Source: an optimization exercise on an open RTL-to-GDS flow (aim: small area and a short achievable clock period). Production flows keep margins and buffers that such runs may drop. At most, simulation tests tie the RTL to the original design; equivalence was not proved. The RTL of run 2 was laid out without a check of its function.

==> flow/design.v, too long to show whole: its modules and the start of the top module <==
// module direct_FIR: 1545 lines
// module fa3: 6 lines
// module synthesis_direct_FIR: 8 lines
module synthesis_direct_FIR(out, inp, clk, rstn);
  // ...
==> flow/run.sh <==
#!/bin/bash
# synth_recipe.tcl (not shown) runs the flow's synth.tcl, then flattens the netlist and writes it again
# the make line also repeats each setting of config.mk as NAME=value (left out here)
make -C /OpenROAD-flow-scripts/flow DESIGN_CONFIG=/design/flow/config.mk WORK_HOME=/design/flow/orfs CLKGATE_MAP_FILE= SYNTH_SCRIPT=/design/flow/synth_recipe.tcl finish
==> flow/config.mk <==
export PLATFORM = sky130hd
export DESIGN_NAME = synthesis_direct_FIR
export DESIGN_NICKNAME = synthesis_direct_FIR
export VERILOG_FILES = /design/flow/design.v
export SDC_FILE = /design/flow/constraint.sdc
export NUM_CORES = 4
export LEC_CHECK = 0
export CAP_MARGIN = 20
export CORE_MARGIN = 2
export CORE_UTILIZATION = 65
export CTS_BUF_LIST = sky130_fd_sc_hd__clkbuf_16
export CTS_CLUSTER_DIAMETER = 80
export CTS_CLUSTER_SIZE = 25
export SETUP_SLACK_MARGIN = 5
export SLEW_MARGIN = 20
export SYNTH_HIERARCHICAL = 1
export SYNTH_MINIMUM_KEEP_SIZE = 0
==> flow/constraint.sdc <==
create_clock -name core_clock -period 11.5 [get_ports {clk}]
set_input_delay 2.3000 -clock core_clock [delete_from_list [all_inputs] [get_ports {clk}]]
set_output_delay 2.3000 -clock core_clock [all_outputs]
set_load 0.01 [all_outputs]
==> impl_metrics.json, run 1 <==
{
  "status": "no timing/DRC/antenna violations",
  "crit_family": "adder cells",
  "tightest_slew_ns": 0.809,
  "ys.warnings.count": 7,
  "fin_area_um2": 16000,
  "rsz0062_at_grt": "false",
  "r2r-end": "DIR_FIR.out[25]",
  "grt_pass1_vias": 9084,
  "boundaryPins": 44,
  "dr.max_layer_used": "met5",
  "holdWs_ns": 0.395,
  "syn_avg_cell_area_um2": 14.3,
  "crit_buf_inv": 0,
  "synth_top_family_by_area": "adder cells",
  "pre_cts_ws_ns": 7.86,
  "final_common_cell": "fa_1",
  "start_kind": "flop",
  "inv_count": 171,
  "initial_core_util_pct": 65.8,
  "seqCellArea_um2": 4260,
  "worstHoldStart": "DIR_FIR.x2[5]",
  "cts_tree": "yes",
  "n_tap_cell": 285,
  "clock_area_share_pct": 2.75,
  "port_buffers": 43,
  "cp_slowest_cell": "a31oi_1",
  "grtUsageMet1_pct": 44.3,
  "seq_cell_count": 213,
  "top_register": "DIR_FIR.out",
  "finClkSkew_ns": 0.0299,
  "htreeDepth": 1,
  "layout_common_cells": "390 x fa_1, 213 x dfxtp_1, 173 x inv_1, 72 x ha_1, 43 x clkdlybuf4s50_1",
  "place_inst": 1353,
  "dp_hpwl_um": 32200
}
==> run 2, diff against run 1 <==
--- a/flow/design.v
+++ b/flow/design.v
@@ -1025,40 +1025,40 @@
     fa3 us149 (.a(~x1[9]), .b(x3[9]), .c(x5[7]), .s(s149), .co(c150));
     fa3 us151 (.a(~x1[10]), .b(x3[10]), .c(x5[8]), .s(s151), .co(c152));
     fa3 us153 (.a(~x1[11]), .b(x3[11]), .c(x5[9]), .s(s153), .co(c154));
     fa3 us155 (.a(~x1[12]), .b(x3[12]), .c(x5[10]), .s(s155), .co(c156));
     fa3 us157 (.a(~x1[13]), .b(x3[13]), .c(x5[11]), .s(s157), .co(c158));
     fa3 us159 (.a(~x1[14]), .b(x3[14]), .c(x5[12]), .s(s159), .co(c160));
     fa3 us161 (.a(x1[15]), .b(~x3[15]), .c(x5[13]), .s(s161), .co(c162));
     fa3 us163 (.a(x1[4]), .b(x1[0]), .c(x4[1]), .s(s163), .co(c164));
-    assign s165 = ~x2[5] ^ ~x2[2];
-    assign c166 = ~x2[5] & ~x2[2];
+    assign s165 = x5[5] ^ ~x2[5];
+    assign c166 = x5[5] & ~x2[5];
     fa3 us167 (.a(x1[9]), .b(x1[0]), .c(x4[2]), .s(s167), .co(c168));
     fa3 us169 (.a(x1[10]), .b(x1[1]), .c(x4[3]), .s(s169), .co(c170));
     fa3 us171 (.a(x0[3]), .b(x2[11]), .c(x2[2]), .s(s171), .co(c172));
-    assign s173 = ~x3[2] ^ ~x3[1];
-    assign c174 = ~x3[2] & ~x3[1];
+    assign s173 = x4[0] ^ x5[11];
+    assign c174 = x4[0] & x5[11];
     fa3 us175 (.a(x1[11]), .b(x1[2]), .c(x1[0]), .s(s175), .co(c176));
     fa3 us177 (.a(x4[4]), .b(x4[1]), .c(x5[12]), .s(s177), .co(c178));
     fa3 us179 (.a(x0[4]), .b(x2[12]), .c(x3[2]), .s(s179), .co(c180));
     fa3 us181 (.a(c72), .b(c74), .c(c102), .s(s181), .co(c182));
     fa3 us183 (.a(x1[12]), .b(x1[3]), .c(x4[5]), .s(s183), .co(c184));
     fa3 us185 (.a(x0[5]), .b(x2[13]), .c(x3[3]), .s(s185), .co(c186));
     assign s187 = x4[13] ^ x5[1] ^ 1'b0;
     assign c188 = (x4[13] & x5[1]) | (x4[13] & 1'b0) | (x5[1] & 1'b0);
     fa3 us189 (.a(x5[13]), .b(c74), .c(c76), .s(s189), .co(c190));
     fa3 us191 (.a(c104), .b(s61), .c(s75), .s(s191), .co(c192));
     fa3 us193 (.a(x1[13]), .b(x1[4]), .c(x4[6]), .s(s193), .co(c194));
     fa3 us195 (.a(x0[6]), .b(x2[14]), .c(x3[4]), .s(s195), .co(c196));
     fa3 us197 (.a(x4[14]), .b(~x5[14]), .c(x5[2]), .s(s197), .co(c198));
     fa3 us199 (.a(c62), .b(c76), .c(c78), .s(s199), .co(c200));
     fa3 us201 (.a(c106), .b(s63), .c(s77), .s(s201), .co(c202));
-    assign s203 = ~c96 ^ s79;
-    assign c204 = ~c96 & s79;
+    assign s203 = s79 ^ s107;
+    assign c204 = s79 & s107;
     fa3 us205 (.a(x1[14]), .b(x2[15]), .c(x4[15]), .s(s205), .co(c206));
     assign s207 = x0[7] ^ x5[15] ^ 1'b0;
     assign c208 = (x0[7] & x5[15]) | (x0[7] & 1'b0) | (x5[15] & 1'b0);
     fa3 us209 (.a(x4[7]), .b(c64), .c(c78), .s(s209), .co(c210));
     fa3 us211 (.a(c80), .b(c108), .c(s65), .s(s211), .co(c212));
     fa3 us213 (.a(s79), .b(s81), .c(s109), .s(s213), .co(c214));
     assign s215 = ~c98 ^ ~s99;
     assign c216 = ~c98 & ~s99;
@@ -1067,21 +1067,21 @@
     fa3 us221 (.a(c82), .b(c110), .c(s67), .s(s221), .co(c222));
     fa3 us223 (.a(s81), .b(s83), .c(s111), .s(s223), .co(c224));
     fa3 us225 (.a(~x0[9]), .b(x4[9]), .c(x5[15]), .s(s225), .co(c226));
     fa3 us227 (.a(c68), .b(c82), .c(c84), .s(s227), .co(c228));
     fa3 us229 (.a(x0[13]), .b(x4[10]), .c(x5[13]), .s(s229), .co(c230));
     assign s231 = ~x0[10] ^ ~1'b0;
     assign c232 = ~x0[10] & ~1'b0;
     fa3 us233 (.a(x0[14]), .b(x2[13]), .c(x3[14]), .s(s233), .co(c234));
-    assign s235 = ~x0[11] ^ ~x1[15];
-    assign c236 = ~x0[11] & ~x1[15];
-    assign s237 = ~x0[15] ^ ~x0[12];
-    assign c238 = ~x0[15] & ~x0[12];
-    fa3 us239 (.a(x3[2]), .b(x4[5]), .c(~x5[5]), .s(s239), .co(c240));
+    assign s235 = x4[11] ^ x5[14];
+    assign c236 = x4[11] & x5[14];
+    assign s237 = x2[14] ^ x3[14];
+    assign c238 = x2[14] & x3[14];
+    fa3 us239 (.a(x2[2]), .b(x3[2]), .c(x4[5]), .s(s239), .co(c240));
     fa3 us241 (.a(c2), .b(s165), .c(c10), .s(s241), .co(c242));
     fa3 us243 (.a(s163), .b(s61), .c(s89), .s(s243), .co(c244));
     fa3 us245 (.a(~x1[5]), .b(x2[6]), .c(x4[6]), .s(s245), .co(c246));
     fa3 us247 (.a(x5[6]), .b(c166), .c(c164), .s(s247), .co(c248));
     fa3 us249 (.a(x0[0]), .b(x2[7]), .c(x4[7]), .s(s249), .co(c250));
     assign s251 = x1[6] ^ x5[7] ^ ~1'b0;
     assign c252 = (x1[6] & x5[7]) | (x1[6] & ~1'b0) | (x5[7] & ~1'b0);
     assign s253 = c62 ^ c64;
@@ -1097,17 +1097,17 @@
     fa3 us271 (.a(s67), .b(s69), .c(s97), .s(s271), .co(c272));
     fa3 us273 (.a(x0[2]), .b(x2[10]), .c(x2[1]), .s(s273), .co(c274));
     fa3 us275 (.a(x3[1]), .b(x3[0]), .c(x4[10]), .s(s275), .co(c276));
     fa3 us277 (.a(x5[10]), .b(c68), .c(c70), .s(s277), .co(c278));
     fa3 us279 (.a(c98), .b(s167), .c(s69), .s(s279), .co(c280));
     fa3 us281 (.a(s89), .b(c122), .c(c150), .s(s281), .co(c282));
     assign s283 = s71 ^ s99;
     assign c284 = s71 & s99;
-    fa3 us285 (.a(~x4[11]), .b(x4[0]), .c(x5[11]), .s(s285), .co(c286));
+    fa3 us285 (.a(x3[2]), .b(x3[1]), .c(x4[11]), .s(s285), .co(c286));
     fa3 us287 (.a(s173), .b(c168), .c(c70), .s(s287), .co(c288));
     fa3 us289 (.a(c72), .b(c100), .c(s169), .s(s289), .co(c290));
     fa3 us291 (.a(s71), .b(s73), .c(s101), .s(s291), .co(c292));
     fa3 us293 (.a(c90), .b(s171), .c(s91), .s(s293), .co(c294));
     fa3 us295 (.a(c124), .b(c152), .c(s125), .s(s295), .co(c296));
     fa3 us297 (.a(x4[12]), .b(x5[0]), .c(~c174), .s(s297), .co(c298));
     fa3 us299 (.a(c170), .b(s175), .c(s177), .s(s299), .co(c300));
     fa3 us301 (.a(s73), .b(s75), .c(s103), .s(s301), .co(c302));
@@ -1115,21 +1115,21 @@
     fa3 us305 (.a(s93), .b(c126), .c(c154), .s(s305), .co(c306));
     fa3 us307 (.a(s115), .b(s127), .c(s155), .s(s307), .co(c308));
     fa3 us309 (.a(c176), .b(c178), .c(s183), .s(s309), .co(c310));
     fa3 us311 (.a(c180), .b(c94), .c(s185), .s(s311), .co(c312));
     fa3 us313 (.a(s187), .b(s95), .c(c116), .s(s313), .co(c314));
     fa3 us315 (.a(c128), .b(c156), .c(s117), .s(s315), .co(c316));
     fa3 us317 (.a(s77), .b(s105), .c(~s129), .s(s317), .co(c318));
     fa3 us319 (.a(c182), .b(s189), .c(s191), .s(s319), .co(c320));
-    fa3 us321 (.a(c184), .b(s193), .c(s107), .s(s321), .co(c322));
-    fa3 us323 (.a(c186), .b(c188), .c(s195), .s(s323), .co(c324));
-    fa3 us325 (.a(s97), .b(c118), .c(c130), .s(s325), .co(c326));
-    fa3 us327 (.a(c158), .b(s197), .c(s119), .s(s327), .co(c328));
-    fa3 us329 (.a(s131), .b(s159), .c(~s203), .s(s329), .co(c330));
+    fa3 us321 (.a(c186), .b(c188), .c(c96), .s(s321), .co(c322));
+    fa3 us323 (.a(s195), .b(s97), .c(c118), .s(s323), .co(c324));
+    fa3 us325 (.a(c130), .b(c158), .c(s197), .s(s325), .co(c326));
+    fa3 us327 (.a(s119), .b(s131), .c(s159), .s(s327), .co(c328));
+    fa3 us329 (.a(c184), .b(s193), .c(s203), .s(s329), .co(c330));
     fa3 us331 (.a(c190), .b(c192), .c(s199), .s(s331), .co(c332));
     fa3 us333 (.a(c196), .b(s207), .c(c198), .s(s333), .co(c334));
     fa3 us335 (.a(c120), .b(c132), .c(c160), .s(s335), .co(c336));
     fa3 us337 (.a(s121), .b(s133), .c(s141), .s(s337), .co(c338));
     fa3 us339 (.a(c194), .b(s205), .c(~s161), .s(s339), .co(c340));
     fa3 us341 (.a(c204), .b(s215), .c(c200), .s(s341), .co(c342));
     fa3 us343 (.a(c202), .b(s209), .c(s211), .s(s343), .co(c344));
     fa3 us345 (.a(c208), .b(c100), .c(s217), .s(s345), .co(c346));
@@ -1145,35 +1145,35 @@
     fa3 us365 (.a(s125), .b(s137), .c(s145), .s(s365), .co(c366));
     fa3 us367 (.a(c220), .b(c222), .c(c224), .s(s367), .co(c368));
     fa3 us369 (.a(s231), .b(c70), .c(c84), .s(s369), .co(c370));
     fa3 us371 (.a(c86), .b(s229), .c(s71), .s(s371), .co(c372));
     fa3 us373 (.a(s85), .b(s139), .c(c226), .s(s373), .co(c374));
     fa3 us375 (.a(c104), .b(s105), .c(c126), .s(s375), .co(c376));
     fa3 us377 (.a(c138), .b(c146), .c(s127), .s(s377), .co(c378));
     fa3 us379 (.a(c114), .b(s87), .c(~s147), .s(s379), .co(c380));
-    assign s381 = x4[11] ^ x5[14] ^ ~1'b0;
-    assign c382 = (x4[11] & x5[14]) | (x4[11] & ~1'b0) | (x5[14] & ~1'b0);
+    assign s381 = x0[11] ^ x1[15] ^ 1'b0;
+    assign c382 = (x0[11] & x1[15]) | (x0[11] & 1'b0) | (x1[15] & 1'b0);
     fa3 us383 (.a(c232), .b(s235), .c(c230), .s(s383), .co(c384));
     fa3 us385 (.a(c72), .b(c86), .c(c140), .s(s385), .co(c386));
     fa3 us387 (.a(s233), .b(s73), .c(c88), .s(s387), .co(c388));
     fa3 us389 (.a(c106), .b(s107), .c(c128), .s(s389), .co(c390));
     fa3 us391 (.a(c148), .b(s129), .c(s149), .s(s391), .co(c392));
-    fa3 us393 (.a(x2[14]), .b(x3[14]), .c(x4[12]), .s(s393), .co(c394));
-    fa3 us395 (.a(x1[15]), .b(x3[15]), .c(x5[15]), .s(s395), .co(c396));
-    assign s397 = ~1'b0 ^ c236 ^ s237;
-    assign c398 = (~1'b0 & c236) | (~1'b0 & s237) | (c236 & s237);
+    fa3 us393 (.a(x0[15]), .b(x0[12]), .c(x1[15]), .s(s393), .co(c394));
+    assign s395 = x3[15] ^ x5[15] ^ 1'b0;
+    assign c396 = (x3[15] & x5[15]) | (x3[15] & 1'b0) | (x5[15] & 1'b0);
+    fa3 us397 (.a(x4[12]), .b(c236), .c(s237), .s(s397), .co(c398));
     fa3 us399 (.a(c234), .b(c74), .c(s75), .s(s399), .co(c400));
     fa3 us401 (.a(c108), .b(s109), .c(c130), .s(s401), .co(c402));
     fa3 us403 (.a(c150), .b(s131), .c(s151), .s(s403), .co(c404));
     fa3 us405 (.a(x0[13]), .b(x2[15]), .c(x3[15]), .s(s405), .co(c406));
     fa3 us407 (.a(x4[13]), .b(c238), .c(c76), .s(s407), .co(c408));
     fa3 us409 (.a(c110), .b(s111), .c(c132), .s(s409), .co(c410));
-    fa3 us411 (.a(c24), .b(c38), .c(c58), .s(s411), .co(c412));
-    fa3 us413 (.a(~c50), .b(s239), .c(s141), .s(s413), .co(c414));
+    fa3 us411 (.a(c24), .b(c38), .c(s239), .s(s411), .co(c412));
+    fa3 us413 (.a(~c50), .b(c58), .c(s141), .s(s413), .co(c414));
     fa3 us415 (.a(c62), .b(c90), .c(s61), .s(s415), .co(c416));
     fa3 us417 (.a(c240), .b(c142), .c(s245), .s(s417), .co(c418));
     fa3 us419 (.a(s63), .b(s91), .c(~s115), .s(s419), .co(c420));
     fa3 us421 (.a(c92), .b(s63), .c(s65), .s(s421), .co(c422));
     fa3 us423 (.a(s249), .b(c246), .c(c116), .s(s423), .co(c424));
     fa3 us425 (.a(c144), .b(s117), .c(s145), .s(s425), .co(c426));
     assign s427 = s93 ^ s251;
     assign c428 = s93 & s251;
@@ -1185,273 +1185,273 @@
     fa3 us437 (.a(c258), .b(s265), .c(s267), .s(s437), .co(c438));
     fa3 us439 (.a(c120), .b(c148), .c(s121), .s(s439), .co(c440));
     fa3 us441 (.a(c256), .b(s263), .c(~s149), .s(s441), .co(c442));
     fa3 us443 (.a(c260), .b(c262), .c(s269), .s(s443), .co(c444));
     fa3 us445 (.a(c266), .b(c268), .c(s273), .s(s445), .co(c446));
     fa3 us447 (.a(s275), .b(s123), .c(s151), .s(s447), .co(c448));
     fa3 us449 (.a(c264), .b(s283), .c(c270), .s(s449), .co(c450));
     fa3 us451 (.a(c272), .b(s277), .c(s279), .s(s451), .co(c452));
-    fa3 us453 (.a(c274), .b(c276), .c(s153), .s(s453), .co(c454));
-    fa3 us455 (.a(s285), .b(c284), .c(c278), .s(s455), .co(c456));
-    fa3 us457 (.a(c280), .b(s287), .c(s289), .s(s457), .co(c458));
-    fa3 us459 (.a(c282), .b(s293), .c(s295), .s(s459), .co(c460));
-    fa3 us461 (.a(c286), .b(c288), .c(c290), .s(s461), .co(c462));
-    fa3 us463 (.a(c292), .b(s181), .c(s299), .s(s463), .co(c464));
-    fa3 us465 (.a(s297), .b(c294), .c(s303), .s(s465), .co(c466));
-    fa3 us467 (.a(c296), .b(s305), .c(s307), .s(s467), .co(c468));
+    fa3 us453 (.a(c274), .b(c276), .c(s285), .s(s453), .co(c454));
+    fa3 us455 (.a(c284), .b(c278), .c(c280), .s(s455), .co(c456));
+    fa3 us457 (.a(s287), .b(s289), .c(s291), .s(s457), .co(c458));
+    fa3 us459 (.a(s153), .b(c282), .c(s293), .s(s459), .co(c460));
+    fa3 us461 (.a(c288), .b(c290), .c(c292), .s(s461), .co(c462));
+    fa3 us463 (.a(c286), .b(s297), .c(c294), .s(s463), .co(c464));
+    fa3 us465 (.a(s181), .b(s299), .c(s301), .s(s465), .co(c466));
+    fa3 us467 (.a(s303), .b(c296), .c(s305), .s(s467), .co(c468));
     fa3 us469 (.a(s157), .b(c298), .c(c304), .s(s469), .co(c470));
     fa3 us471 (.a(c300), .b(c302), .c(s309), .s(s471), .co(c472));
     fa3 us473 (.a(c306), .b(s311), .c(c308), .s(s473), .co(c474));
     fa3 us475 (.a(s313), .b(s315), .c(~s317), .s(s475), .co(c476));
-    fa3 us477 (.a(c310), .b(s321), .c(s201), .s(s477), .co(c478));
-    fa3 us479 (.a(c312), .b(c314), .c(s323), .s(s479), .co(c480));
-    fa3 us481 (.a(c316), .b(s325), .c(s327), .s(s481), .co(c482));
-    fa3 us483 (.a(c318), .b(c320), .c(s331), .s(s483), .co(c484));
-    fa3 us485 (.a(c324), .b(c326), .c(c328), .s(s485), .co(c486));
-    fa3 us487 (.a(s333), .b(s335), .c(s337), .s(s487), .co(c488));
-    fa3 us489 (.a(c322), .b(s213), .c(s339), .s(s489), .co(c490));
-    fa3 us491 (.a(~c330), .b(c332), .c(s341), .s(s491), .co(c492));
+    fa3 us477 (.a(c312), .b(s321), .c(c314), .s(s477), .co(c478));
+    fa3 us479 (.a(c316), .b(s323), .c(s325), .s(s479), .co(c480));
+    fa3 us481 (.a(c310), .b(s201), .c(c318), .s(s481), .co(c482));
+    fa3 us483 (.a(s329), .b(c320), .c(s331), .s(s483), .co(c484));
+    fa3 us485 (.a(c322), .b(c324), .c(c326), .s(s485), .co(c486));
+    fa3 us487 (.a(c328), .b(s333), .c(s335), .s(s487), .co(c488));
+    fa3 us489 (.a(s213), .b(s339), .c(c330), .s(s489), .co(c490));
+    fa3 us491 (.a(~s337), .b(c332), .c(s341), .s(s491), .co(c492));
     fa3 us493 (.a(c334), .b(c336), .c(s345), .s(s493), .co(c494));
     fa3 us495 (.a(c338), .b(s347), .c(s349), .s(s495), .co(c496));
     fa3 us497 (.a(s223), .b(c340), .c(c342), .s(s497), .co(c498));
     fa3 us499 (.a(c344), .b(s353), .c(s355), .s(s499), .co(c500));
     fa3 us501 (.a(c346), .b(c348), .c(s359), .s(s501), .co(c502));
     fa3 us503 (.a(s227), .b(s357), .c(s363), .s(s503), .co(c504));
     fa3 us505 (.a(c350), .b(s361), .c(s365), .s(s505), .co(c506));
     fa3 us507 (.a(c354), .b(c356), .c(s367), .s(s507), .co(c508));
     fa3 us509 (.a(c228), .b(c358), .c(s369), .s(s509), .co(c510));
     fa3 us511 (.a(s371), .b(c364), .c(s373), .s(s511), .co(c512));
     fa3 us513 (.a(c360), .b(c362), .c(c366), .s(s513), .co(c514));
     fa3 us515 (.a(s375), .b(s377), .c(~s379), .s(s515), .co(c516));
-    fa3 us517 (.a(s381), .b(s87), .c(c370), .s(s517), .co(c518));
-    fa3 us519 (.a(c372), .b(s383), .c(s385), .s(s519), .co(c520));
-    fa3 us521 (.a(c376), .b(c378), .c(s389), .s(s521), .co(c522));
-    fa3 us523 (.a(c374), .b(s387), .c(c380), .s(s523), .co(c524));
-    fa3 us525 (.a(s393), .b(c382), .c(c88), .s(s525), .co(c526));
-    fa3 us527 (.a(c384), .b(c386), .c(s397), .s(s527), .co(c528));
-    fa3 us529 (.a(s395), .b(c390), .c(c392), .s(s529), .co(c530));
-    fa3 us531 (.a(c388), .b(s399), .c(~s401), .s(s531), .co(c532));
-    fa3 us533 (.a(c396), .b(s405), .c(c152), .s(s533), .co(c534));
-    fa3 us535 (.a(c394), .b(s77), .c(~s133), .s(s535), .co(c536));
-    fa3 us537 (.a(c398), .b(c400), .c(s407), .s(s537), .co(c538));
-    fa3 us539 (.a(s153), .b(c402), .c(c404), .s(s539), .co(c540));
+    fa3 us517 (.a(s87), .b(c370), .c(c372), .s(s517), .co(c518));
+    fa3 us519 (.a(s383), .b(s385), .c(c374), .s(s519), .co(c520));
+    fa3 us521 (.a(s381), .b(c376), .c(c378), .s(s521), .co(c522));
+    fa3 us523 (.a(~s387), .b(s389), .c(s391), .s(s523), .co(c524));
+    fa3 us525 (.a(c382), .b(s393), .c(s395), .s(s525), .co(c526));
+    fa3 us527 (.a(c88), .b(s397), .c(c384), .s(s527), .co(c528));
+    fa3 us529 (.a(c386), .b(c388), .c(s399), .s(s529), .co(c530));
+    fa3 us531 (.a(c390), .b(c392), .c(s401), .s(s531), .co(c532));
+    fa3 us533 (.a(c394), .b(c396), .c(s405), .s(s533), .co(c534));
+    fa3 us535 (.a(c152), .b(s133), .c(s153), .s(s535), .co(c536));
+    fa3 us537 (.a(s77), .b(c398), .c(c400), .s(s537), .co(c538));
+    fa3 us539 (.a(c402), .b(c404), .c(s409), .s(s539), .co(c540));
     fa3 us541 (.a(x0[14]), .b(c406), .c(c112), .s(s541), .co(c542));
     fa3 us543 (.a(x4[14]), .b(c78), .c(s79), .s(s543), .co(c544));
     fa3 us545 (.a(c134), .b(c154), .c(s113), .s(s545), .co(c546));
     fa3 us547 (.a(s135), .b(s155), .c(c410), .s(s547), .co(c548));
     fa3 us549 (.a(x0[13]), .b(x4[15]), .c(x5[13]), .s(s549), .co(c550));
     fa3 us551 (.a(x0[15]), .b(c80), .c(s81), .s(s551), .co(c552));
     fa3 us553 (.a(c114), .b(c136), .c(c156), .s(s553), .co(c554));
     fa3 us555 (.a(c82), .b(s83), .c(s139), .s(s555), .co(c556));
-    fa3 us557 (.a(s241), .b(s243), .c(~s411), .s(s557), .co(c558));
-    assign s559 = ~s413 ^ c60;
-    assign c560 = ~s413 & c60;
+    fa3 us557 (.a(s241), .b(~s411), .c(s243), .s(s557), .co(c558));
+    assign s559 = c60 ^ ~s413;
+    assign c560 = c60 & ~s413;
     fa3 us561 (.a(c242), .b(c244), .c(s247), .s(s561), .co(c562));
     fa3 us563 (.a(s143), .b(c412), .c(s417), .s(s563), .co(c564));
-    assign s565 = s415 ^ ~c414;
-    assign c566 = s415 & ~c414;
+    assign s565 = s415 ^ s419;
+    assign c566 = s415 & s419;
     fa3 us567 (.a(s253), .b(c248), .c(s427), .s(s567), .co(c568));
     fa3 us569 (.a(c418), .b(s423), .c(s425), .s(s569), .co(c570));
     fa3 us571 (.a(c416), .b(s421), .c(c420), .s(s571), .co(c572));
     fa3 us573 (.a(c428), .b(c422), .c(s261), .s(s573), .co(c574));
     fa3 us575 (.a(s429), .b(c424), .c(c426), .s(s575), .co(c576));
     fa3 us577 (.a(s431), .b(~s433), .c(s435), .s(s577), .co(c578));
     fa3 us579 (.a(c430), .b(c432), .c(s437), .s(s579), .co(c580));
     fa3 us581 (.a(s271), .b(c434), .c(s441), .s(s581), .co(c582));
     fa3 us583 (.a(s439), .b(~s443), .c(c436), .s(s583), .co(c584));
     fa3 us585 (.a(c438), .b(s445), .c(c440), .s(s585), .co(c586));
     fa3 us587 (.a(s281), .b(s447), .c(~c442), .s(s587), .co(c588));
     fa3 us589 (.a(c444), .b(s449), .c(s451), .s(s589), .co(c590));
-    fa3 us591 (.a(c446), .b(c448), .c(s453), .s(s591), .co(c592));
-    fa3 us593 (.a(s291), .b(c450), .c(s455), .s(s593), .co(c594));
-    fa3 us595 (.a(c452), .b(s457), .c(~s459), .s(s595), .co(c596));
-    fa3 us597 (.a(s301), .b(~c454), .c(c456), .s(s597), .co(c598));
-    fa3 us599 (.a(c458), .b(s461), .c(s463), .s(s599), .co(c600));
-    fa3 us601 (.a(s465), .b(c460), .c(s467), .s(s601), .co(c602));
-    fa3 us603 (.a(c462), .b(c464), .c(s471), .s(s603), .co(c604));
-    fa3 us605 (.a(c466), .b(s469), .c(c468), .s(s605), .co(c606));
+    fa3 us591 (.a(c446), .b(s453), .c(c448), .s(s591), .co(c592));
+    fa3 us593 (.a(c450), .b(c452), .c(s455), .s(s593), .co(c594));
+    fa3 us595 (.a(s295), .b(~s457), .c(s459), .s(s595), .co(c596));
+    fa3 us597 (.a(c456), .b(c458), .c(s461), .s(s597), .co(c598));
+    fa3 us599 (.a(c454), .b(s307), .c(c460), .s(s599), .co(c600));
+    fa3 us601 (.a(s463), .b(~s465), .c(s467), .s(s601), .co(c602));
+    fa3 us603 (.a(c464), .b(s469), .c(c468), .s(s603), .co(c604));
+    fa3 us605 (.a(c462), .b(c466), .c(s471), .s(s605), .co(c606));
     fa3 us607 (.a(~s319), .b(s473), .c(s475), .s(s607), .co(c608));
-    fa3 us609 (.a(c470), .b(s329), .c(c474), .s(s609), .co(c610));
-    fa3 us611 (.a(c472), .b(s477), .c(~s479), .s(s611), .co(c612));
-    fa3 us613 (.a(s481), .b(c476), .c(~s483), .s(s613), .co(c614));
-    fa3 us615 (.a(c480), .b(c482), .c(s485), .s(s615), .co(c616));
-    fa3 us617 (.a(c478), .b(s343), .c(s489), .s(s617), .co(c618));
-    fa3 us619 (.a(~s487), .b(c484), .c(s491), .s(s619), .co(c620));
-    fa3 us621 (.a(s351), .b(c486), .c(s493), .s(s621), .co(c622));
-    fa3 us623 (.a(c488), .b(s495), .c(~c490), .s(s623), .co(c624));
+    fa3 us609 (.a(s327), .b(c470), .c(c474), .s(s609), .co(c610));
+    fa3 us611 (.a(~c472), .b(s477), .c(s479), .s(s611), .co(c612));
+    fa3 us613 (.a(s481), .b(~c476), .c(s483), .s(s613), .co(c614));
+    fa3 us615 (.a(c478), .b(c480), .c(s485), .s(s615), .co(c616));
+    fa3 us617 (.a(s343), .b(~s487), .c(c482), .s(s617), .co(c618));
+    fa3 us619 (.a(s489), .b(c484), .c(s491), .s(s619), .co(c620));
+    fa3 us621 (.a(s351), .b(c486), .c(c488), .s(s621), .co(c622));
+    fa3 us623 (.a(s493), .b(s495), .c(~c490), .s(s623), .co(c624));
     fa3 us625 (.a(s497), .b(c492), .c(s499), .s(s625), .co(c626));
     fa3 us627 (.a(c352), .b(c494), .c(s501), .s(s627), .co(c628));
     fa3 us629 (.a(c496), .b(~s503), .c(s505), .s(s629), .co(c630));
     fa3 us631 (.a(c498), .b(c500), .c(s507), .s(s631), .co(c632));
     fa3 us633 (.a(c368), .b(s509), .c(c504), .s(s633), .co(c634));
     fa3 us635 (.a(c502), .b(c506), .c(s513), .s(s635), .co(c636));
     fa3 us637 (.a(s511), .b(~s515), .c(c508), .s(s637), .co(c638));
-    fa3 us639 (.a(c510), .b(s517), .c(s519), .s(s639), .co(c640));
-    fa3 us641 (.a(s391), .b(c514), .c(s521), .s(s641), .co(c642));
-    fa3 us643 (.a(c512), .b(s523), .c(~c516), .s(s643), .co(c644));
-    fa3 us645 (.a(s525), .b(c518), .c(c520), .s(s645), .co(c646));
-    fa3 us647 (.a(s403), .b(c522), .c(s529), .s(s647), .co(c648));
-    fa3 us649 (.a(s527), .b(c524), .c(s531), .s(s649), .co(c650));
-    fa3 us651 (.a(~c526), .b(s533), .c(s409), .s(s651), .co(c652));
-    fa3 us653 (.a(s535), .b(c528), .c(s537), .s(s653), .co(c654));
-    fa3 us655 (.a(c530), .b(s539), .c(~c532), .s(s655), .co(c656));
-    fa3 us657 (.a(~c408), .b(s541), .c(c534), .s(s657), .co(c658));
-    fa3 us659 (.a(s543), .b(~s545), .c(c536), .s(s659), .co(c660));
+    fa3 us639 (.a(c380), .b(c510), .c(s517), .s(s639), .co(c640));
+    fa3 us641 (.a(c512), .b(~c514), .c(s519), .s(s641), .co(c642));
+    fa3 us643 (.a(s521), .b(s523), .c(c516), .s(s643), .co(c644));
+    fa3 us645 (.a(c518), .b(s527), .c(c520), .s(s645), .co(c646));
+    fa3 us647 (.a(s525), .b(s403), .c(c522), .s(s647), .co(c648));
+    fa3 us649 (.a(~s529), .b(s531), .c(c524), .s(s649), .co(c650));
+    fa3 us651 (.a(c526), .b(s533), .c(s535), .s(s651), .co(c652));
+    fa3 us653 (.a(s407), .b(c528), .c(c530), .s(s653), .co(c654));
+    fa3 us655 (.a(~s537), .b(c532), .c(s539), .s(s655), .co(c656));
+    fa3 us657 (.a(c534), .b(s541), .c(c536), .s(s657), .co(c658));
+    fa3 us659 (.a(c408), .b(s543), .c(~s545), .s(s659), .co(c660));
     fa3 us661 (.a(~c538), .b(c540), .c(s547), .s(s661), .co(c662));
     fa3 us663 (.a(s549), .b(s137), .c(s157), .s(s663), .co(c664));
     fa3 us665 (.a(c542), .b(c546), .c(s553), .s(s665), .co(c666));
     fa3 us667 (.a(c544), .b(s551), .c(~c548), .s(s667), .co(c668));
     fa3 us669 (.a(x0[14]), .b(x5[14]), .c(c550), .s(s669), .co(c670));
     fa3 us671 (.a(c138), .b(c158), .c(s159), .s(s671), .co(c672));
     fa3 us673 (.a(c552), .b(~c554), .c(s555), .s(s673), .co(c674));
     fa3 us675 (.a(x0[15]), .b(x2[13]), .c(x5[15]), .s(s675), .co(c676));
     fa3 us677 (.a(c84), .b(c140), .c(s85), .s(s677), .co(c678));
     fa3 us679 (.a(c160), .b(s161), .c(~c556), .s(s679), .co(c680));
     fa3 us681 (.a(x2[14]), .b(~x5[14]), .c(c86), .s(s681), .co(c682));
-    assign s683 = ~x1[15] ^ ~x2[15];
-    assign c684 = ~x1[15] & ~x2[15];
-    fa3 us685 (.a(s559), .b(s557), .c(c12), .s(s685), .co(c686));
+    assign s683 = x3[14] ^ x5[15];
+    assign c684 = x3[14] & x5[15];
+    fa3 us685 (.a(s557), .b(s559), .c(c12), .s(s685), .co(c686));
     fa3 us687 (.a(c26), .b(c40), .c(~c52), .s(s687), .co(c688));
-    fa3 us689 (.a(s419), .b(s561), .c(s565), .s(s689), .co(c690));
-    fa3 us691 (.a(c558), .b(c560), .c(~s563), .s(s691), .co(c692));
-    fa3 us693 (.a(s689), .b(c686), .c(s691), .s(s693), .co(c694));
-    fa3 us695 (.a(c562), .b(c566), .c(s567), .s(s695), .co(c696));
+    fa3 us689 (.a(s561), .b(s565), .c(c558), .s(s689), .co(c690));
+    fa3 us691 (.a(c414), .b(~c560), .c(s563), .s(s691), .co(c692));
+    fa3 us693 (.a(s689), .b(c686), .c(~s691), .s(s693), .co(c694));
+    fa3 us695 (.a(c562), .b(s567), .c(c566), .s(s695), .co(c696));
     fa3 us697 (.a(c564), .b(s569), .c(~s571), .s(s697), .co(c698));
-    fa3 us699 (.a(c690), .b(s695), .c(c692), .s(s699), .co(c700));
+    fa3 us699 (.a(s695), .b(c690), .c(~c692), .s(s699), .co(c700));
     fa3 us701 (.a(c568), .b(s573), .c(c572), .s(s701), .co(c702));
     fa3 us703 (.a(c570), .b(s575), .c(~c696), .s(s703), .co(c704));
     fa3 us705 (.a(~s701), .b(s577), .c(c698), .s(s705), .co(c706));
     fa3 us707 (.a(~c574), .b(c576), .c(s579), .s(s707), .co(c708));
     fa3 us709 (.a(c578), .b(s583), .c(s707), .s(s709), .co(c710));
     fa3 us711 (.a(c580), .b(s585), .c(s587), .s(s711), .co(c712));
     fa3 us713 (.a(c582), .b(~c584), .c(s589), .s(s713), .co(c714));
     fa3 us715 (.a(c586), .b(s591), .c(c588), .s(s715), .co(c716));
-    fa3 us717 (.a(s593), .b(c590), .c(s595), .s(s717), .co(c718));
+    fa3 us717 (.a(s595), .b(c712), .c(s715), .s(s717), .co(c718));
     fa3 us719 (.a(~c592), .b(c594), .c(s597), .s(s719), .co(c720));
-    fa3 us721 (.a(~s599), .b(c716), .c(s601), .s(s721), .co(c722));
-    fa3 us723 (.a(c598), .b(c600), .c(s603), .s(s723), .co(c724));
-    fa3 us725 (.a(~c604), .b(c606), .c(s609), .s(s725), .co(c726));
-    fa3 us727 (.a(c610), .b(~c612), .c(s615), .s(s727), .co(c728));
-    fa3 us729 (.a(c616), .b(s621), .c(s623), .s(s729), .co(c730));
+    fa3 us721 (.a(s599), .b(c596), .c(c716), .s(s721), .co(c722));
+    fa3 us723 (.a(c600), .b(s603), .c(c602), .s(s723), .co(c724));
+    fa3 us725 (.a(c604), .b(~c606), .c(s609), .s(s725), .co(c726));
+    fa3 us727 (.a(c610), .b(s615), .c(c612), .s(s727), .co(c728));
+    fa3 us729 (.a(c616), .b(s621), .c(~c618), .s(s729), .co(c730));
     fa3 us731 (.a(c622), .b(s627), .c(c624), .s(s731), .co(c732));
     fa3 us733 (.a(c628), .b(s635), .c(c630), .s(s733), .co(c734));
-    fa3 us735 (.a(s639), .b(c634), .c(~c636), .s(s735), .co(c736));
-    fa3 us737 (.a(c640), .b(s645), .c(~c642), .s(s737), .co(c738));
-    fa3 us739 (.a(~s647), .b(s649), .c(c644), .s(s739), .co(c740));
-    fa3 us741 (.a(~s651), .b(c646), .c(s653), .s(s741), .co(c742));
-    fa3 us743 (.a(c648), .b(~c650), .c(s655), .s(s743), .co(c744));
+    fa3 us735 (.a(s639), .b(c634), .c(s641), .s(s735), .co(c736));
+    fa3 us737 (.a(c640), .b(s645), .c(c642), .s(s737), .co(c738));
+    fa3 us739 (.a(s647), .b(c644), .c(s649), .s(s739), .co(c740));
+    fa3 us741 (.a(s651), .b(~c646), .c(c648), .s(s741), .co(c742));
+    fa3 us743 (.a(~s653), .b(s655), .c(c650), .s(s743), .co(c744));
     fa3 us745 (.a(c652), .b(s657), .c(~s659), .s(s745), .co(c746));
-    fa3 us747 (.a(~c654), .b(s661), .c(c656), .s(s747), .co(c748));
+    fa3 us747 (.a(~c654), .b(c656), .c(s661), .s(s747), .co(c748));
     fa3 us749 (.a(s663), .b(c658), .c(s665), .s(s749), .co(c750));
     fa3 us751 (.a(c660), .b(~c662), .c(s667), .s(s751), .co(c752));
     fa3 us753 (.a(s669), .b(c664), .c(s671), .s(s753), .co(c754));
     fa3 us755 (.a(c666), .b(~s673), .c(s753), .s(s755), .co(c756));
     fa3 us757 (.a(~c668), .b(c750), .c(s755), .s(s757), .co(c758));
     fa3 us759 (.a(s675), .b(~c670), .c(s677), .s(s759), .co(c760));
     fa3 us761 (.a(c672), .b(s679), .c(c754), .s(s761), .co(c762));
     fa3 us763 (.a(c674), .b(s759), .c(~s761), .s(s763), .co(c764));
     fa3 us765 (.a(c676), .b(~c162), .c(s87), .s(s765), .co(c766));
     fa3 us767 (.a(c678), .b(s681), .c(s765), .s(s767), .co(c768));
     fa3 us769 (.a(~c680), .b(c760), .c(s767), .s(s769), .co(c770));
-    assign s771 = x3[14] ^ x5[15] ^ ~1'b0;
-    assign c772 = (x3[14] & x5[15]) | (x3[14] & ~1'b0) | (x5[15] & ~1'b0);
-    fa3 us773 (.a(s683), .b(c88), .c(s771), .s(s773), .co(c774));
-    fa3 us775 (.a(c682), .b(s773), .c(c766), .s(s775), .co(c776));
+    assign s771 = x1[15] ^ x2[15] ^ 1'b0;
+    assign c772 = (x1[15] & x2[15]) | (x1[15] & 1'b0) | (x2[15] & 1'b0);
+    fa3 us773 (.a(s683), .b(~s771), .c(c88), .s(s773), .co(c774));
+    fa3 us775 (.a(c682), .b(c766), .c(s773), .s(s775), .co(c776));
     fa3 us777 (.a(c768), .b(s775), .c(c770), .s(s777), .co(c778));
-    fa3 us779 (.a(~x3[15]), .b(c684), .c(c772), .s(s779), .co(c780));
-    fa3 us781 (.a(c774), .b(s779), .c(c776), .s(s781), .co(c782));
+    fa3 us779 (.a(x3[15]), .b(~c684), .c(c772), .s(s779), .co(c780));
+    fa3 us781 (.a(~s779), .b(c774), .c(c776), .s(s781), .co(c782));
     assign s783 = q10 ^ q11;
     assign c784 = q10 & q11;
-    assign s785 = ~q15 ^ ~q16;
-    assign c786 = ~q15 & ~q16;
-    assign s787 = ~q19 ^ ~q20;
-    assign c788 = ~q19 & ~q20;
-    assign s789 = q23 ^ q24;
-    assign c790 = q23 & q24;
-    fa3 us791 (.a(q27), .b(q28), .c(q29), .s(s791), .co(c792));
-    assign s793 = q30 ^ q31;
-    assign c794 = q30 & q31;
-    fa3 us795 (.a(q34), .b(q36), .c(q37), .s(s795), .co(c796));
-    assign s797 = q33 ^ q35;
-    assign c798 = q33 & q35;
-    fa3 us799 (.a(q39), .b(q40), .c(q42), .s(s799), .co(c800));
-    assign s801 = q38 ^ q41;
-    assign c802 = q38 & q41;
-    fa3 us803 (.a(q43), .b(q44), .c(q45), .s(s803), .co(c804));
-    assign s805 = ~q46 ^ ~q47;
-    assign c806 = ~q46 & ~q47;
+    assign s785 = q18 ^ ~q15;
+    assign c786 = q18 & ~q15;
+    assign s787 = q19 ^ q20;
+    assign c788 = q19 & q20;
+    assign s789 = q24 ^ ~q23;
+    assign c790 = q24 & ~q23;
+    fa3 us791 (.a(q27), .b(q28), .c(q30), .s(s791), .co(c792));
+    assign s793 = ~q29 ^ ~q31;
+    assign c794 = ~q29 & ~q31;
+    fa3 us795 (.a(q33), .b(q34), .c(q35), .s(s795), .co(c796));
+    assign s797 = q36 ^ ~q37;
+    assign c798 = q36 & ~q37;
+    fa3 us799 (.a(q38), .b(q39), .c(q40), .s(s799), .co(c800));
+    assign s801 = ~q41 ^ ~q42;
+    assign c802 = ~q41 & ~q42;
+    fa3 us803 (.a(q43), .b(q46), .c(q47), .s(s803), .co(c804));
+    assign s805 = q44 ^ q45;
+    assign c806 = q44 & q45;
     fa3 us807 (.a(q48), .b(q51), .c(q52), .s(s807), .co(c808));
     assign s809 = q49 ^ q50;
     assign c810 = q49 & q50;
     fa3 us811 (.a(q53), .b(q54), .c(q55), .s(s811), .co(c812));
     assign s813 = ~q56 ^ ~q57;
     assign c814 = ~q56 & ~q57;
-    fa3 us815 (.a(q59), .b(q60), .c(q61), .s(s815), .co(c816));
-    assign s817 = ~q58 ^ ~q62;
-    assign c818 = ~q58 & ~q62;
+    fa3 us815 (.a(q58), .b(q59), .c(q62), .s(s815), .co(c816));
+    assign s817 = q60 ^ q61;
+    assign c818 = q60 & q61;
     assign s819 = q63 ^ q64;
     assign c820 = q63 & q64;
-    assign s821 = q66 ^ q67;
-    assign c822 = q66 & q67;
-    assign s823 = ~q70 ^ q71;
-    assign c824 = ~q70 & q71;
-    assign s825 = ~q74 ^ ~q75;
-    assign c826 = ~q74 & ~q75;
+    assign s821 = q66 ^ ~q67;
+    assign c822 = q66 & ~q67;
+    assign s823 = ~q70 ^ ~q71;
+    assign c824 = ~q70 & ~q71;
+    assign s825 = q76 ^ ~q74;
+    assign c826 = q76 & ~q74;
     assign s827 = ~q12 ^ ~q13;
     assign c828 = ~q12 & ~q13;
-    fa3 us829 (.a(q18), .b(c784), .c(s785), .s(s829), .co(c830));
-    fa3 us831 (.a(q21), .b(q22), .c(c786), .s(s831), .co(c832));
-    fa3 us833 (.a(q25), .b(c788), .c(s789), .s(s833), .co(c834));
+    fa3 us829 (.a(q16), .b(q17), .c(~c784), .s(s829), .co(c830));
+    fa3 us831 (.a(q21), .b(c786), .c(s787), .s(s831), .co(c832));
+    fa3 us833 (.a(q25), .b(q26), .c(~c788), .s(s833), .co(c834));
     fa3 us835 (.a(~q32), .b(c790), .c(s793), .s(s835), .co(c836));
-    fa3 us837 (.a(c794), .b(s797), .c(~c792), .s(s837), .co(c838));
-    fa3 us839 (.a(c798), .b(s801), .c(~c796), .s(s839), .co(c840));
-    fa3 us841 (.a(c802), .b(s805), .c(s803), .s(s841), .co(c842));
-    fa3 us843 (.a(c806), .b(s809), .c(c804), .s(s843), .co(c844));
+    fa3 us837 (.a(c794), .b(s797), .c(c792), .s(s837), .co(c838));
+    fa3 us839 (.a(c798), .b(s801), .c(s799), .s(s839), .co(c840));
+    fa3 us841 (.a(c802), .b(s805), .c(c800), .s(s841), .co(c842));
+    fa3 us843 (.a(c806), .b(s809), .c(~c804), .s(s843), .co(c844));
     fa3 us845 (.a(c810), .b(s813), .c(s811), .s(s845), .co(c846));
     fa3 us847 (.a(c814), .b(s817), .c(c812), .s(s847), .co(c848));
-    fa3 us849 (.a(q65), .b(c818), .c(s819), .s(s849), .co(c850));
-    fa3 us851 (.a(q69), .b(c820), .c(s821), .s(s851), .co(c852));
+    fa3 us849 (.a(~q65), .b(c818), .c(s819), .s(s849), .co(c850));
+    fa3 us851 (.a(q68), .b(q69), .c(~c820), .s(s851), .co(c852));
     fa3 us853 (.a(q72), .b(q73), .c(~c822), .s(s853), .co(c854));
-    fa3 us855 (.a(q76), .b(c824), .c(s825), .s(s855), .co(c856));
+    fa3 us855 (.a(q75), .b(q77), .c(~c824), .s(s855), .co(c856));
     assign s857 = q78 ^ ~q79;
     assign c858 = q78 & ~q79;
-    assign s859 = ~q80 ^ q81;
-    assign c860 = ~q80 & q81;
-    assign s861 = ~q83 ^ q84;
-    assign c862 = ~q83 & q84;
-    assign s863 = ~q4 ^ q5;
-    assign c864 = ~q4 & q5;
+    assign s859 = q81 ^ ~q80;
+    assign c860 = q81 & ~q80;
+    assign s861 = q84 ^ q85;
+    assign c862 = q84 & q85;
+    assign s863 = q5 ^ q6;
+    assign c864 = q5 & q6;
     fa3 us865 (.a(q7), .b(~q8), .c(q9), .s(s865), .co(c866));
     fa3 us867 (.a(~q14), .b(s827), .c(s783), .s(s867), .co(c868));
-    fa3 us869 (.a(~q17), .b(c828), .c(s829), .s(s869), .co(c870));
-    fa3 us871 (.a(s787), .b(c830), .c(s831), .s(s871), .co(c872));
-    fa3 us873 (.a(~q26), .b(c832), .c(s833), .s(s873), .co(c874));
-    fa3 us875 (.a(~s791), .b(c834), .c(s835), .s(s875), .co(c876));
+    fa3 us869 (.a(c828), .b(s785), .c(~s829), .s(s869), .co(c870));
+    fa3 us871 (.a(q22), .b(c830), .c(~s831), .s(s871), .co(c872));
+    fa3 us873 (.a(s789), .b(c832), .c(~s833), .s(s873), .co(c874));
+    fa3 us875 (.a(s791), .b(~c834), .c(s835), .s(s875), .co(c876));
     fa3 us877 (.a(~s795), .b(c836), .c(s837), .s(s877), .co(c878));
-    fa3 us879 (.a(~s799), .b(c838), .c(s839), .s(s879), .co(c880));
-    fa3 us881 (.a(~c800), .b(c840), .c(s841), .s(s881), .co(c882));
+    fa3 us879 (.a(~c796), .b(c838), .c(s839), .s(s879), .co(c880));
+    fa3 us881 (.a(~s803), .b(c840), .c(s841), .s(s881), .co(c882));
     fa3 us883 (.a(~s807), .b(c842), .c(s843), .s(s883), .co(c884));
     fa3 us885 (.a(~c808), .b(c844), .c(s845), .s(s885), .co(c886));
-    fa3 us887 (.a(s815), .b(c846), .c(s847), .s(s887), .co(c888));
-    fa3 us889 (.a(c816), .b(s849), .c(c848), .s(s889), .co(c890));
-    fa3 us891 (.a(~q68), .b(c850), .c(s851), .s(s891), .co(c892));
-    fa3 us893 (.a(s823), .b(c852), .c(~s853), .s(s893), .co(c894));
-    fa3 us895 (.a(q77), .b(c854), .c(~s855), .s(s895), .co(c896));
-    fa3 us897 (.a(c826), .b(s857), .c(c856), .s(s897), .co(c898));
+    fa3 us887 (.a(~s815), .b(c846), .c(s847), .s(s887), .co(c888));
+    fa3 us889 (.a(~c816), .b(c848), .c(s849), .s(s889), .co(c890));
+    fa3 us891 (.a(s821), .b(c850), .c(~s851), .s(s891), .co(c892));
+    fa3 us893 (.a(~s823), .b(c852), .c(s853), .s(s893), .co(c894));
+    fa3 us895 (.a(~s825), .b(c854), .c(s855), .s(s895), .co(c896));
+    fa3 us897 (.a(c826), .b(s857), .c(~c856), .s(s897), .co(c898));
     fa3 us899 (.a(~q82), .b(c858), .c(s859), .s(s899), .co(c900));
-    fa3 us901 (.a(q85), .b(c860), .c(s861), .s(s901), .co(c902));
+    fa3 us901 (.a(~q83), .b(c860), .c(s861), .s(s901), .co(c902));
     assign s903 = q86 ^ c862;
     assign c904 = q86 & c862;
     assign s905 = q87 ^ q88;
     assign c906 = q87 & q88;
-    assign s907 = q89 ^ q90;
-    assign c908 = q89 & q90;
-    wire [25:0] ra = {c908, c906, c904, c902, c900, c898, ~c896, c894, c892, c890, c888, c886, c884, c882, c880, c878, c876, c874, c872, c870, c868, ~c866, c864, s863, ~q2, q0};
-    wire [25:0] rb = {~1'b0, s907, s905, s903, s901, s899, s897, ~s895, s893, s891, s889, s887, s885, s883, s881, s879, s877, s875, s873, s871, s869, s867, ~s865, q6, q3, ~q1};
+    assign s907 = q90 ^ ~q89;
+    assign c908 = q90 & ~q89;
+    wire [25:0] ra = {c908, c906, c904, c902, c900, c898, ~c896, ~c894, c892, c890, c888, c886, c884, c882, c880, c878, c876, c874, ~c872, c870, c868, ~c866, c864, s863, ~q2, q0};
+    wire [25:0] rb = {~1'b0, s907, s905, s903, s901, s899, s897, ~s895, ~s893, s891, s889, s887, s885, s883, s881, s879, s877, s875, s873, ~s871, s869, s867, ~s865, ~q4, q3, ~q1};
     always @(posedge clk) begin
         q0 <= s685;
         q1 <= s687;
         q2 <= c688;
         q3 <= s693;
         q4 <= s697;
         q5 <= c694;
         q6 <= s699;
@@ -1462,71 +1462,71 @@
         q11 <= c702;
         q12 <= c704;
         q13 <= s709;
         q14 <= c706;
         q15 <= c708;
         q16 <= s711;
         q17 <= c710;
         q18 <= s713;
-        q19 <= c712;
-        q20 <= s715;
+        q19 <= c590;
+        q20 <= s593;
         q21 <= c714;
         q22 <= s717;
-        q23 <= c596;
+        q23 <= s601;
         q24 <= s719;
-        q25 <= c718;
-        q26 <= s721;
-        q27 <= c602;
+        q25 <= s721;
+        q26 <= c718;
+        q27 <= c598;
         q28 <= s605;
         q29 <= s607;
         q30 <= c720;
-        q31 <= s723;
-        q32 <= c722;
+        q31 <= c722;
+        q32 <= s723;
         q33 <= s611;
         q34 <= c608;
         q35 <= c724;
         q36 <= s613;
         q37 <= s725;
         q38 <= s617;
         q39 <= c614;
-        q40 <= c726;
-        q41 <= s619;
+        q40 <= s619;
+        q41 <= c726;
         q42 <= s727;
-        q43 <= c618;
+        q43 <= s623;
         q44 <= c620;
         q45 <= s625;
         q46 <= c728;
         q47 <= s729;
         q48 <= s629;
         q49 <= s631;
         q50 <= c626;
         q51 <= c730;
         q52 <= s731;
         q53 <= s633;
         q54 <= c632;
         q55 <= s637;
         q56 <= c732;
         q57 <= s733;
-        q58 <= s641;
+        q58 <= c636;
         q59 <= s643;
         q60 <= c638;
         q61 <= s735;
         q62 <= c734;
         q63 <= c736;
         q64 <= s737;
         q65 <= s739;
         q66 <= c738;
         q67 <= s741;
-        q68 <= s743;
-        q69 <= c740;
+        q68 <= c740;
+        q69 <= s743;
         q70 <= s745;
         q71 <= c742;
-        q72 <= c744;
-        q73 <= s747;
+        q72 <= s747;
+        q73 <= c744;
         q74 <= s749;
         q75 <= c746;
         q76 <= s751;
         q77 <= c748;
         q78 <= c752;
         q79 <= s757;
         q80 <= c756;
         q81 <= s763;
==> flow/flow/run.sh (new file) <==
#!/bin/bash
# Own layout flow: the standard ORFS flow, with the port buffers built
# from regular buffers instead of delay buffers, and setup repair asked to
# leave a margin (SETUP_MARGIN ns) so that it also works on paths that
# already meet the design's clock period.
set -euo pipefail
cd "$(dirname "$0")/.."
export BUFFER_PORTS_ARGS="-buffer_cell sky130_fd_sc_hd__buf_2"
export SETUP_SLACK_MARGIN=${SETUP_MARGIN:-8.1}
bash standard.sh > standard_make.log 2>&1
==> flow/standard.sh (new file) <==
#!/bin/bash
# synth_recipe.tcl (not shown) runs the flow's synth.tcl, then flattens the netlist and writes it again
# the make line also repeats each setting of config.mk as NAME=value (left out here)
make -C /OpenROAD-flow-scripts/flow DESIGN_CONFIG=/design/flow/config.mk WORK_HOME=/design/flow/orfs CLKGATE_MAP_FILE= SYNTH_SCRIPT=/design/flow/synth_recipe.tcl "${@:-finish}"
--- a/flow/config.mk
+++ b/flow/config.mk
@@ -6,12 +6,11 @@
 export NUM_CORES = 4
 export LEC_CHECK = 0
 export CAP_MARGIN = 20
 export CORE_MARGIN = 2
 export CORE_UTILIZATION = 65
 export CTS_BUF_LIST = sky130_fd_sc_hd__clkbuf_16
 export CTS_CLUSTER_DIAMETER = 80
 export CTS_CLUSTER_SIZE = 25
-export SETUP_SLACK_MARGIN = 5
 export SLEW_MARGIN = 20
 export SYNTH_HIERARCHICAL = 1
 export SYNTH_MINIMUM_KEEP_SIZE = 0
removed: flow/run.sh
==> run 2 against run 1 <==
Still clean on timing, DRC and antenna. Cell area up 0.16%. Clock skew down 0.014 ns. Final cell count down 0.29%. Critical endpoint is now DIR_FIR.q52.
==> impl_metrics.json, run 2 <==
{
  "rrSetupSlack_ns": 8.13,
  "status": "no timing/DRC/antenna violations",
  "rsz0062_at_grt": "true",
  "areaGrowthSynthToFinish_pct": 8.61,
  "drt.antenna.violating_nets": 0,
  "boundaryPins": 44,
  "use_met3_pct": 13.1,
  "top_register": "DIR_FIR.out",
  "crit_type": "reg -> reg",
  "grt_pass1_vias": 9032,
  "antenna_found_initial": 1,
  "r2r-start": "DIR_FIR.x0[7]",
  "synth_top_cell_by_area": "fa_1",
  "numCtsBuffers": 15,
  "cp-end-kind": "flop",
  "synth-edff-count": 0,
  "ys_top_cells_by_area": "fa_1 53%, dfxtp_1 29%, ha_1 6.1%, inv_1 4.2%, xnor2_1 0.89%",
  "wl_per_cell_um": 28.2,
  "holdWs_ns": 0.391,
  "worst_ep_required_time_ns": 11.88,
  "tns_ns": 0,
  "drt_wl_total_um": 38700,
  "synth_area_um2": 14700,
  "start_kind": "flop",
  "grt.busiest_layer": "met2",
  "critPathArrivalTime_ns": 3.75,
  "nNetsFinal": 1559,
  "synth_seq_cells": 213,
  "clk_pin_slew_ns": 0.10,
  "syn_inst": 1021,
  "cp-startpoint": "DIR_FIR.x0[7]",
  "cts_hold_buf": 0,
  "cp_max_fo": 4,
  "slew_viol_final": 0,
  "tightest_slew_ns": 0.584,
  "core-area_um2": 22400,
  "die_y_um": 155,
  "fp-row-count": 55,
  "initial_core_util_pct": 65.6,
  "grtUsageMet2_pct": 51.3,
  "cp_slowest_cell": "fa_1",
  "cts-root-buf": "clkbuf_16",
  "cts_tree": "yes",
  "layout-drive-gt1-share_pct": 10.8,
  "clock_sinks": 213,
  "dieArea_um2": 23900,
  "clock_path_buffers": 3,
  "synth_fp_nets": 1501,
  "first_iter_violations": 829,
  "fmax_mhz": 297,
  "synth_async_sr_flop_share_pct": 0,
  "largest_reg_flops": 26,
  "gr-total-overflow": 0,
  "layout_common_cells": "390 x fa_1, 202 x dfxtp_1, 163 x inv_1, 62 x ha_1, 43 x buf_2",
  "maxSlewHeadroom_pct": 60.9,
  "postPlaceCellArea_um2": 15300,
  "first_pass_iters": 5,
  "dp_hpwl_um": 33900,
  "htreeDepth": 1,
  "maxCapViolCount": 0,
  "die_w_um": 155,
  "yosysTopAreaCellShare_pct": 53.0,
  "track_usage_pct": 34.3,
  "yosysMostFrequentCell": "fa_1",
  "max_stage_delay_ns": 0.62,
  "final_common_cell": "fa_1",
  "finClkSkew_ns": 0.0157,
  "viasPerCell": 5.80,
  "period_share_pct": 29.3,
  "clock_latency_ns": 0.50,
  "fin_area_um2": 16000,
  "drcViolationCount": 0,
  "fin_crit_ns": 3.37,
  "seq_area_frac_synth_pct": 29.0,
  "ys.warnings.count": 7,
  "syn_avg_cell_area_um2": 14.4,
  "worstHoldStart": "DIR_FIR.x2[5]",
  "ys.flop_type": "dfxtp_1",
  "hold_violations": 0,
  "port_buffers": 43,
  "grtUsageMet1_pct": 48.3,
  "grt_start_max_net_pins": 26,
  "vias": 7967,
  "setup_viol": 0,
  "crit_top_cell": "fa_1",
  "grt_pass1_wl_um": 57000,
  "place_congestion": 1.12,
  "min_path_type": "reg -> reg",
  "path_cells": "fa_1, fa_1, fa_1, fa_1, fa_1",
  "synth_commonest_cells": "390 x fa_1, 213 x dfxtp_1, 163 x inv_1",
  "synth.distinct_cells": 46
}
==> run 2: Yosys stat by module, one instance, submodules excluded, excerpt <==
| module | area [um^2] | copies in the design | cells inside |
|---|---|---|---|
| fa3 | 20.0 | 389 | 1 |
| direct_FIR | 6940 | 1 | 632 |
==> run 2: per-stage QoR <==
stage,utilization [%],setup slack (ns),cells
global placement,68.1,7.93,1344
floorplan,-,8.31,1021
finish,71.3,8.13,1373
CTS,70.5,8.03,1369
global route,71.3,8.06,1372
detailed placement,68.1,7.84,1344
==> run 2: final timing paths <==
| check | endpoint | depth (start not counted) |
|---|---|---|
| max reg2reg | DIR_FIR.q52 | 5 |
| min | DIR_FIR.x3[5] | 0 |
| min reg2reg | DIR_FIR.x3[5] | 0 |
| max | DIR_FIR.q52 | 5 |
==> run 2: layout make-up <==
type | count | area (um^2)
Multi-Input combinational cell | 640 | 10000
Fill cell | 1483 | 6440
Sequential cell | 213 | 4280
Inverter | 163 | 612
Clock buffer | 15 | 375
Tap cell | 285 | 357
Timing Repair Buffer | 46 | 238
Clock inverter | 10 | 130
Antenna cell | 1 | 2.50
==> run 2: cells by family (layout without fill, tap and decap cells) <==
kind of cell | after synthesis | after routing | share of synthesized area (%)
adders and majority gates | 462 | 462 | 59.1
DFF | 213 | 213 | 29.0
buffers and inverters | 168 | 234 | 4.29
and+or+nand+nor | 85 | 85 | 2.98
AOI/OAI and AO/OA | 69 | 69 | 3.20
xor gates and xnor gates | 22 | 22 | 1.31
muxes | 2 | 2 | 0.136
other | 0 | 1 | 0
==> run 2: worst max-delay path: cells and delay by family (launching register included) <==
kind,cells,cell delay [ns]
flops,1,0.57
fa+ha+maj,5,2.67
==> run 2: routing by layer <==
layer / vias to the layer above / part of all wire, %
li1: 3247 / -
met1: 4208 / 40
met2: 436 / 45
met3: 76 / 12
met4: 0 / 3.1
met5: - / 0
==> run 2: timing repair <==
action / CTS / global route
setup buffers: 0 / 3
pin swaps: 0 / 10
endpoints found under the setup margin: 8 / 17
resized for setup: 7 / 43

-- port drivers added, routing unchanged --
How much do the figures lean on ideal ports? The routed layouts below were timed once more, with nothing changed but the port constraints. Step 1 sets driving cells, clkbuf_16 on the clock port and buf_2 on the other inputs (assumed; they add their load-dependent delay and slew). Step 2, shift: input delay + t, output delay - t, t = (earliest + latest rising clock arrival at the registers) / 2. This alone moves slack from input paths to output paths. Slacks: ideal / step 1 / step 2; pairs: ideal / step 1.
| run | shift t [ns] | setup WS [ns] | slew at the worst register clock pin (ns) |
|---|---|---|---|
| run 1 | 0.542 | 7.788 / 7.788 / 7.788 | 0.10 / 0.10 |
| run 2 | 0.545 | 8.128 / 8.128 / 8.128 | 0.10 / 0.10 |
After both steps every run listed still meets setup and hold.
